Source: an optimization exercise on an open RTL-to-GDS flow (aim: small area and a short achievable clock period). Production flows keep margins and buffers that such runs may drop.

==> module mult_top, before the edit <==
module mult_top(
    input clk,
    input  [15:0] x,
    input  [15:0] y,
    output [31:0] p_out
    );
    localparam M = 13;
    wire [36:0] cs;
    wire [12:0] oa;
    wire [11:0] pl;
    lobo_pre pre(.x(x), .y(y), .cs(cs), .oa(oa), .pl(pl));
    reg [36:0] C_vec;    
    reg [12:0] A_vec;    
    reg [11:0] L_vec;    
    always @(posedge clk)
    begin
        C_vec <= cs;
        A_vec <= oa;
        L_vec <= pl;
    end
    wire [M:0] lo;
    wire [19-M:0] hi;
    lobo_sum sum(.cs(C_vec), .oa(A_vec), .lo(lo), .hi(hi));
    reg [11+M:0] P_vec;   
    reg          K_vec;   
    reg [19-M:0] H_vec;   
    always @(posedge clk)
    begin
        P_vec <= {lo[M-1:0], L_vec};
        K_vec <= lo[M];
        H_vec <= hi;
    end
    assign p_out[11+M:0] = P_vec;
    lobo_inc inc(.hi(H_vec), .c(K_vec), .p(p_out[31:12+M]));
endmodule
==> module lobo_sum, before the edit <==
module lobo_sum(
    input  [36:0] cs,
    input  [12:0] oa,
    output [13:0] lo,           
    output [6:0] hi            
    );
    wire w74 = cs[1] ^ cs[2] ^ cs[3];
    wire w75 = (cs[1] & cs[2]) | (cs[3] & (cs[1] ^ cs[2]));
    wire w76 = cs[4] ^ cs[5] ^ oa[2];
    wire w77 = (cs[4] & cs[5]) | (oa[2] & (cs[4] ^ cs[5]));
    wire w78 = cs[6] ^ cs[7] ^ oa[3];
    wire w79 = (cs[6] & cs[7]) | (oa[3] & (cs[6] ^ cs[7]));
    wire w80 = cs[8] ^ cs[9] ^ oa[4];
    wire w81 = (cs[8] & cs[9]) | (oa[4] & (cs[8] ^ cs[9]));
    wire w82 = cs[10] ^ cs[11] ^ oa[5];
    wire w83 = (cs[10] & cs[11]) | (oa[5] & (cs[10] ^ cs[11]));
    wire w84 = cs[12] ^ cs[13] ^ oa[6];
    wire w85 = (cs[12] & cs[13]) | (oa[6] & (cs[12] ^ cs[13]));
    wire w86 = cs[14] ^ cs[15] ^ oa[7];
    wire w87 = (cs[14] & cs[15]) | (oa[7] & (cs[14] ^ cs[15]));
    wire w88 = cs[16] ^ cs[17] ^ oa[8];
    wire w89 = (cs[16] & cs[17]) | (oa[8] & (cs[16] ^ cs[17]));
    wire w90 = cs[18] ^ cs[19] ^ oa[9];
    wire w91 = (cs[18] & cs[19]) | (oa[9] & (cs[18] ^ cs[19]));
    wire w92 = cs[20] ^ cs[21] ^ oa[10];
    wire w93 = (cs[20] & cs[21]) | (oa[10] & (cs[20] ^ cs[21]));
    wire w94 = cs[22] ^ cs[23] ^ oa[11];
    wire w95 = (cs[22] & cs[23]) | (oa[11] & (cs[22] ^ cs[23]));
    wire w96 = cs[24] ^ cs[25] ^ oa[12];
    wire w97 = (cs[24] & cs[25]) | (oa[12] & (cs[24] ^ cs[25]));
    wire w98 = cs[26] ^ cs[27] ^ ~oa[12];
    wire w99 = (cs[26] & cs[27]) | (~oa[12] & (cs[26] ^ cs[27]));
    wire w100 = ~(cs[28] ^ cs[29]);
    wire w101 = cs[28] | cs[29];
    wire w102 = ~(cs[31] ^ cs[32]);
    wire w103 = cs[31] | cs[32];
    wire w104 = cs[33] ^ cs[34];
    wire w105 = cs[33] & cs[34];
    wire w106 = cs[30] ^ w99 ^ w100;
    wire w107 = (cs[30] & w99) | (w100 & (cs[30] ^ w99));
    wire w108 = w101 ^ w102;
    wire w109 = w101 & w102;
    wire w110 = w103 ^ w104;
    wire w111 = w103 & w104;
    wire w112 = ~(cs[35] ^ w105);
    wire w113 = cs[35] | w105;
    wire [19:0] ra = {1'b1, cs[36], w111, w109, w107, w106, w97, w95, w93, w91, w89, w87, w85, w83, w81, w79, w77, w75, oa[1], cs[0]};
    wire [19:0] rb = {1'b0, w113, w112, w110, w108, 1'b0, w98, w96, w94, w92, w90, w88, w86, w84, w82, w80, w78, w76, w74, oa[0]};
    assign lo = {1'b0, ra[12:0]} + {1'b0, rb[12:0]};
    assign hi = ra[19:13] + rb[19:13];
endmodule
==> module lobo_inc, before the edit <==
module lobo_inc(
    input  [6:0] hi,
    input  c,
    output [6:0] p
    );
    assign p = hi + c;
endmodule
==> module LOBOq2_12bit_1C_v2, before the edit <==
module LOBOq2_12bit_1C_v2(
    input [15:0] x,
    input [15:0] y,
    output [31:0] p
    );
    wire [36:0] cs;
    wire [12:0] oa;
    wire [13:0] lo;
    wire [6:0] hi;
    lobo_pre pre(.x(x), .y(y), .cs(cs), .oa(oa), .pl(p[11:0]));
    lobo_sum sum(.cs(cs), .oa(oa), .lo(lo), .hi(hi));
    assign p[24:12] = lo[12:0];
    lobo_inc inc(.hi(hi), .c(lo[13]), .p(p[31:25]));
endmodule
clock: 5.2 ns
lec_check: 0
abc_area: 1
cap_margin: 20
core_margin: 2
core_utilization: 40
setup_slack_margin: 2.7
slew_margin: 20
standard.sh (not shown) runs the stock make flow with config.mk's settings and CLKGATE_MAP_FILE= SYNTH_SCRIPT=/design/flow/synth_recipe.tcl, a recipe that flattens the netlist after the stock synthesis.
==> flow/flow/run.sh <==
#!/bin/bash
# Standard layout, with the smallest buffer (buf_1) on every input and output
# port, and a clock tree of clkbuf_8 without dummy loads.
set -euo pipefail
export BUFFER_PORTS_ARGS="-buffer_cell sky130_fd_sc_hd__buf_1"
export CTS_ARGS="-sink_clustering_enable -repair_clock_nets -dont_use_dummy_load -buf_list sky130_fd_sc_hd__clkbuf_8"
bash standard.sh > standard.log 2>&1
==> next run, changes <==
--- a/flow/design.v
+++ b/flow/design.v
@@ -4,7 +4,7 @@
     input  [15:0] y,
     output [31:0] p_out
     );
-    localparam M = 13;
+    localparam M = 16;
     wire [36:0] cs;
     wire [12:0] oa;
     wire [11:0] pl;
@@ -188,8 +188,8 @@
 module lobo_sum(
     input  [36:0] cs,
     input  [12:0] oa,
-    output [13:0] lo,           
-    output [6:0] hi            
+    output [16:0] lo,           
+    output [3:0] hi            
     );
     wire w74 = cs[1] ^ cs[2] ^ cs[3];
     wire w75 = (cs[1] & cs[2]) | (cs[3] & (cs[1] ^ cs[2]));
@@ -233,13 +233,13 @@
     wire w113 = cs[35] | w105;
     wire [19:0] ra = {1'b1, cs[36], w111, w109, w107, w106, w97, w95, w93, w91, w89, w87, w85, w83, w81, w79, w77, w75, oa[1], cs[0]};
     wire [19:0] rb = {1'b0, w113, w112, w110, w108, 1'b0, w98, w96, w94, w92, w90, w88, w86, w84, w82, w80, w78, w76, w74, oa[0]};
-    assign lo = {1'b0, ra[12:0]} + {1'b0, rb[12:0]};
-    assign hi = ra[19:13] + rb[19:13];
+    assign lo = {1'b0, ra[15:0]} + {1'b0, rb[15:0]};
+    assign hi = ra[19:16] + rb[19:16];
 endmodule
 module lobo_inc(
-    input  [6:0] hi,
+    input  [3:0] hi,
     input  c,
-    output [6:0] p
+    output [3:0] p
     );
     assign p = hi + c;
 endmodule
@@ -250,10 +250,10 @@
     );
     wire [36:0] cs;
     wire [12:0] oa;
-    wire [13:0] lo;
-    wire [6:0] hi;
+    wire [16:0] lo;
+    wire [3:0] hi;
     lobo_pre pre(.x(x), .y(y), .cs(cs), .oa(oa), .pl(p[11:0]));
     lobo_sum sum(.cs(cs), .oa(oa), .lo(lo), .hi(hi));
-    assign p[24:12] = lo[12:0];
-    lobo_inc inc(.hi(hi), .c(lo[13]), .p(p[31:25]));
-endmodule
+    assign p[27:12] = lo[15:0];
+    lobo_inc inc(.hi(hi), .c(lo[16]), .p(p[31:28]));
+endmodule
=> Final area went down by a few percent. Register-to-register slack improved by 0.16 ns. Non-clock buffer count decreases by 3. Synthesized area falls slightly. Hold slack gets worse by 0.020 ns.
No functional check of the RTL was part of any run of this note.

## afterwards: timing with drivers on the ports
In the flow no input, the clock included, has a driving cell. The finished layouts below were timed again as built, in two steps. Step 1 sets driving cells, clkbuf_16 on the clock port and buf_2 on the other inputs (assumed; they add their load-dependent delay and slew). Step 2 also shifts input and output timing later by t, the mid clock arrival at the registers, as if the neighbouring blocks saw the same clock. Slacks: ideal / step 1 / step 2; pairs: ideal / step 1.
run | t (ns) | slack for setup (ns) | hold slack, ns
the first run | 0.397 | 2.635 / 2.599 / 2.352 | 0.329 / 0.329 / 0.329
the second run | 0.379 | 2.698 / 2.693 / 2.314 | 0.309 / 0.309 / 0.309
After both steps setup and hold are still met in every run listed. For the second run, which loses most, drivers alone change the setup slack by -0.005 ns; drivers and shift together by -0.384 ns.
